From an optimization exercise on the open Yosys and OpenROAD flow, aimed at small area; shortcuts taken in it are not production practice.
The RTL was checked by simulation tests, not by an equivalence proof against the original design.
Power and IR drop assume default switching activity.

## alpha
// hispi_rx
module hispi_rx(
	input [47:0] data_in,
	output [63:0] data_out,
	output data_valid,
	output frame_start,
	input clk,
	input rst
);
Size: roughly 2800 cells after synthesis, ~290 flip-flops, roughly 120 I/O pins, about 0.019 mm² of cells after synthesis.
==> flow/config.mk <==
export PLATFORM = sky130hd
export DESIGN_NAME = hispi_rx
export DESIGN_NICKNAME = hispi_rx
export VERILOG_FILES = /design/flow/design.v
export SDC_FILE = /design/flow/constraint.sdc
export NUM_CORES = 4
export LEC_CHECK = 0
export ABC_AREA = 1
export CAP_MARGIN = 20
export CORE_MARGIN = 2
export CORE_UTILIZATION = 50
export SLEW_MARGIN = 20
export SYNTH_MEMORY_MAX_BITS = 131072
==> flow/constraint.sdc <==
create_clock -name core_clock -period 10.0 [get_ports {clk}]
set_input_delay 2.0000 -clock core_clock [delete_from_list [all_inputs] [get_ports {clk}]]
set_output_delay 2.0000 -clock core_clock [all_outputs]
set_load 0.01 [all_outputs]
standard.sh (not shown) runs the stock make flow with config.mk's settings and CLKGATE_MAP_FILE= SYNTH_SCRIPT=/design/flow/synth_recipe.tcl, a recipe that flattens the netlist after the stock synthesis.
==> flow/flow/run.sh <==
#!/bin/bash
# Layout flow: the standard flow (standard.sh) with these changes:
#  - synthesis: ABC maps the logic with area-oriented scripts (flow/abc*.script)
#    instead of ORFS's abc_area.script, and Yosys's extract_fa is skipped.
#    The synthesis is run once per script and the one with the smallest cell
#    area is kept. Registers come out exactly as in the standard synthesis
#    (ABC only maps the logic between them).
#  - CTS: no dummy loads, clkbuf_8 clock buffers;
#  - port buffers: every input and output port still gets a buffer,
#    sky130_fd_sc_hd__buf_1.
# Each tool's output goes to a log file in this folder (and ORFS's own logs
# under orfs*/logs).
set -euo pipefail
W=$(pwd)
cp config.mk own_config.mk
cat >> own_config.mk <<'MK'
export CTS_ARGS = -sink_clustering_enable -repair_clock_nets -dont_use_dummy_load -buf_list sky130_fd_sc_hd__clkbuf_8
export BUFFER_PORTS_ARGS = -buffer_cell sky130_fd_sc_hd__buf_1
MK
# own_synth_<n>.tcl: synth_recipe.tcl with ABC script <n> and no extract_fa
mk_synth() {
  cat > "$W/own_synth_$1.tcl" <<TCL
proc abc {args} {
  set i [lsearch -exact \$args -script]
  if { \$i >= 0 } { lset args [expr {\$i + 1}] $W/flow/abc$1.script }
  yosys abc {*}\$args
}
proc extract_fa {args} { puts "extract_fa skipped" }
source $W/synth_recipe.tcl
TCL
}
# own_standard_<n>.sh: standard.sh with that synthesis, in work home $2
mk_std() {
  sed -e "s#SYNTH_SCRIPT=[^ ]*#SYNTH_SCRIPT=$W/own_synth_$1.tcl#" \
      -e "s#DESIGN_CONFIG=[^ ]*#DESIGN_CONFIG=$W/own_config.mk#" \
      -e "s#WORK_HOME=[^ ]*#WORK_HOME=$2#" standard.sh > "own_standard_$1.sh"
  grep -q "SYNTH_SCRIPT=$W/own_synth_$1.tcl" "own_standard_$1.sh"
  grep -q "WORK_HOME=$2 " "own_standard_$1.sh"
}
best=""; best_area=""
for f in flow/abc*.script; do
  n=$(basename "$f" .script); n=${n#abc}
  mk_synth "$n"
  mk_std "$n" "$W/orfs_try$n"
  bash "own_standard_$n.sh" synth > "synth_try$n.log" 2>&1 &
done
wait
for f in flow/abc*.script; do
  n=$(basename "$f" .script); n=${n#abc}
  st="$W/orfs_try$n/reports/sky130hd/hispi_rx/base/synth_stat.txt"
  a=$(grep -m1 "Chip area for module" "$st" | awk '{print $NF}') || continue
  echo "script $n: area $a" >> synth_choice.log
  if [[ -z "$best" ]] || awk -v a="$a" -v b="$best_area" 'BEGIN{exit !(a < b)}'; then
    best=$n; best_area=$a
  fi
done
echo "chosen: script $best ($best_area)" >> synth_choice.log
mk_std "$best" "$W/orfs"
cp "own_standard_$best.sh" own_standard.sh
bash own_standard.sh synth > synth.log 2>&1
bash own_standard.sh finish > finish.log 2>&1
test -f out/final.def
Other scripts of this flow, unchanged in this note and not shown: flow/flow/abc1.script, flow/flow/abc2.script, flow/flow/abc3.script, flow/flow/abc4.script, flow/flow/abc5.script, flow/flow/abc6.script
Changes in beta relative to alpha:
diff --git a/flow/flow/run.sh b/flow/flow/run.sh
--- a/flow/flow/run.sh
+++ b/flow/flow/run.sh
@@ -7,3 +7,3 @@
 #    (ABC only maps the logic between them).
-#  - CTS: no dummy loads, clkbuf_8 clock buffers;
+#  - CTS: no dummy loads, clkbuf_16 clock buffers, clusters of up to 20 sinks;
 #  - port buffers: every input and output port still gets a buffer,
@@ -16,3 +16,3 @@
 cat >> own_config.mk <<'MK'
-export CTS_ARGS = -sink_clustering_enable -repair_clock_nets -dont_use_dummy_load -buf_list sky130_fd_sc_hd__clkbuf_8
+export CTS_ARGS = -sink_clustering_enable -repair_clock_nets -dont_use_dummy_load -buf_list sky130_fd_sc_hd__clkbuf_16 -sink_clustering_size 20 -sink_clustering_max_diameter 100
 export BUFFER_PORTS_ARGS = -buffer_cell sky130_fd_sc_hd__buf_1
diff --git a/flow/config.mk b/flow/config.mk
--- a/flow/config.mk
+++ b/flow/config.mk
@@ -10,3 +10,4 @@
 export CORE_MARGIN = 2
-export CORE_UTILIZATION = 50
+export CORE_UTILIZATION = 40
+export GPL_TIMING_DRIVEN = 0
 export SLEW_MARGIN = 20
Notes after the runs:
beta went all the way through the flow, and no timing, DRC or antenna check failed.
The final layout from alpha, which completed every stage, passed the timing, design-rule and antenna checks at the end of the flow.
The lower endpoint arrival time on the critical path came out of alpha.
Looking at pre-CTS setup slack, beta sits below alpha.
Delta (beta minus alpha): final total power saw a decrease; routed wire length saw a decrease; ratio of cells with drive above 1 in the final layout saw a decrease; highest clock frequency the design can meet saw a decrease.
Input-level comparison between gamma and beta:
diff --git a/flow/flow/run.sh b/flow/flow/run.sh
--- a/flow/flow/run.sh
+++ b/flow/flow/run.sh
@@ -7,3 +7,3 @@
 #    (ABC only maps the logic between them).
-#  - CTS: no dummy loads, clkbuf_16 clock buffers, clusters of up to 20 sinks;
+#  - CTS: no dummy loads, clkbuf_8 clock buffers;
 #  - port buffers: every input and output port still gets a buffer,
@@ -16,3 +16,3 @@
 cat >> own_config.mk <<'MK'
-export CTS_ARGS = -sink_clustering_enable -repair_clock_nets -dont_use_dummy_load -buf_list sky130_fd_sc_hd__clkbuf_16 -sink_clustering_size 20 -sink_clustering_max_diameter 100
+export CTS_ARGS = -sink_clustering_enable -repair_clock_nets -dont_use_dummy_load -buf_list sky130_fd_sc_hd__clkbuf_8
 export BUFFER_PORTS_ARGS = -buffer_cell sky130_fd_sc_hd__buf_1
==> flow/flow/abc7.script (new file) <==
strash
ifraig
dc2
dch
amap
mfs3 -ae
==> flow/flow/abc8.script (new file) <==
strash
dch
amap
mfs3 -ae
==> flow/flow/abc9.script (new file) <==
strash
dc2
dc2
dch
amap
mfs3 -ae
diff --git a/flow/config.mk b/flow/config.mk
--- a/flow/config.mk
+++ b/flow/config.mk
@@ -11,3 +11,2 @@
 export CORE_UTILIZATION = 40
-export GPL_TIMING_DRIVEN = 0
 export SLEW_MARGIN = 20
--- outcome ---
For the growth of design area from synthesis to finish, gamma came in 0.34 points lower than beta did.
| power dissipated by switching net loads | gamma vs beta | worse |
Against beta, first-pass GRT wire length in gamma came out better.
Row overall power after layout: gamma higher / beta lower
Slew at the pin closest to its max-slew limit: beta and gamma compared, lower one is gamma
beta has a higher gate count after technology mapping than gamma.

Setup of oak:
hispi_rx again, from the RTL that the note above started with.
==> flow/config.mk <==
export PLATFORM = sky130hd
export DESIGN_NAME = hispi_rx
export DESIGN_NICKNAME = hispi_rx
export VERILOG_FILES = /design/flow/design.v
export SDC_FILE = /design/flow/constraint.sdc
export NUM_CORES = 4
export LEC_CHECK = 0
export ABC_AREA = 1
export CAP_MARGIN = 20
export CORE_MARGIN = 2
export CORE_UTILIZATION = 40
export SLEW_MARGIN = 20
export SYNTH_MEMORY_MAX_BITS = 131072
==> flow/constraint.sdc <==
create_clock -name core_clock -period 10.0 [get_ports {clk}]
set_input_delay 2.0000 -clock core_clock [delete_from_list [all_inputs] [get_ports {clk}]]
set_output_delay 2.0000 -clock core_clock [all_outputs]
set_load 0.01 [all_outputs]
==> flow/flow/run.sh <==
#!/bin/bash
# Layout flow: the standard flow (standard.sh) with these changes:
#  - synthesis: ABC maps the logic with area-oriented scripts (flow/abc*.script)
#    instead of ORFS's abc_area.script, and Yosys's extract_fa is skipped.
#    The synthesis is run once per script and the one with the smallest cell
#    area is kept. Registers come out exactly as in the standard synthesis
#    (ABC only maps the logic between them).
#  - CTS: no dummy loads, clkbuf_8 clock buffers;
#  - port buffers: every input and output port still gets a buffer,
#    sky130_fd_sc_hd__buf_1.
# Each tool's output goes to a log file in this folder (and ORFS's own logs
# under orfs*/logs).
set -euo pipefail
W=$(pwd)
cp config.mk own_config.mk
cat >> own_config.mk <<'MK'
export CTS_ARGS = -sink_clustering_enable -repair_clock_nets -dont_use_dummy_load -buf_list sky130_fd_sc_hd__clkbuf_8
export BUFFER_PORTS_ARGS = -buffer_cell sky130_fd_sc_hd__buf_1
MK
# own_synth_<n>.tcl: synth_recipe.tcl with ABC script <n> and no extract_fa
mk_synth() {
  cat > "$W/own_synth_$1.tcl" <<TCL
proc abc {args} {
  set i [lsearch -exact \$args -script]
  if { \$i >= 0 } { lset args [expr {\$i + 1}] $W/flow/abc$1.script }
  yosys abc {*}\$args
}
proc extract_fa {args} { puts "extract_fa skipped" }
source $W/synth_recipe.tcl
TCL
}
# own_standard_<n>.sh: standard.sh with that synthesis, in work home $2
mk_std() {
  sed -e "s#SYNTH_SCRIPT=[^ ]*#SYNTH_SCRIPT=$W/own_synth_$1.tcl#" \
      -e "s#DESIGN_CONFIG=[^ ]*#DESIGN_CONFIG=$W/own_config.mk#" \
      -e "s#WORK_HOME=[^ ]*#WORK_HOME=$2#" standard.sh > "own_standard_$1.sh"
  grep -q "SYNTH_SCRIPT=$W/own_synth_$1.tcl" "own_standard_$1.sh"
  grep -q "WORK_HOME=$2 " "own_standard_$1.sh"
}
best=""; best_area=""
for f in flow/abc*.script; do
  n=$(basename "$f" .script); n=${n#abc}
  mk_synth "$n"
  mk_std "$n" "$W/orfs_try$n"
  bash "own_standard_$n.sh" synth > "synth_try$n.log" 2>&1 &
done
wait
for f in flow/abc*.script; do
  n=$(basename "$f" .script); n=${n#abc}
  st="$W/orfs_try$n/reports/sky130hd/hispi_rx/base/synth_stat.txt"
  a=$(grep -m1 "Chip area for module" "$st" | awk '{print $NF}') || continue
  echo "script $n: area $a" >> synth_choice.log
  if [[ -z "$best" ]] || awk -v a="$a" -v b="$best_area" 'BEGIN{exit !(a < b)}'; then
    best=$n; best_area=$a
  fi
done
echo "chosen: script $best ($best_area)" >> synth_choice.log
mk_std "$best" "$W/orfs"
cp "own_standard_$best.sh" own_standard.sh
bash own_standard.sh synth > synth.log 2>&1
bash own_standard.sh finish > finish.log 2>&1
test -f out/final.def
Other scripts of this flow, unchanged in this note and not shown: flow/flow/abc1.script, flow/flow/abc2.script, flow/flow/abc3.script, flow/flow/abc4.script, flow/flow/abc5.script, flow/flow/abc6.script
For pine, these inputs were changed with respect to oak:
- swapping 40 for 60 in CORE_UTILIZATION
- putting SETUP_SLACK_MARGIN at 0.3 where nothing was set
- Of oak and pine, the run reporting the higher length of routed met2 wiring was oak.
- For the worst hold margin, pine came in 0.050 ns lower than oak did.
- Higher routed via count among oak and pine: pine

-- what the ideal ports hide --
No port has a modelled driver above. Below, the same layouts with a new extraction and two added sets of constraints.
Step 1 (the two cells are an assumption about what drives the block):
set clk [get_ports {clk}]
set_driving_cell -lib_cell sky130_fd_sc_hd__clkbuf_16 $clk
set_driving_cell -lib_cell sky130_fd_sc_hd__buf_2 [delete_from_list [all_inputs] $clk]
Step 2, shift: input delay + t, output delay - t, t = (earliest + latest rising clock arrival at the registers) / 2. This alone moves slack from input paths to output paths.
Three values: ideal ports, drivers, drivers and shift; two values: the first two.
run | t (ns) | slack for setup (ns) | latest minus earliest clock arrival (ns) | cell pins on the clock port's net
alpha | 0.643 | 0.492 / 0.445 / 1.088 | 0.102 / 0.102 | 1
beta | 0.570 | 0.359 / 0.301 / 0.870 | 0.119 / 0.119 | 1
gamma | 0.647 | 0.724 / 0.666 / 1.312 | 0.047 / 0.047 | 1
oak | 0.656 | 0.479 / 0.422 / 1.079 | 0.103 / 0.103 | 1
pine | 0.654 | 0.667 / 0.618 / 1.272 | 0.107 / 0.108 | 1
After both steps setup and hold are still met in every run listed.
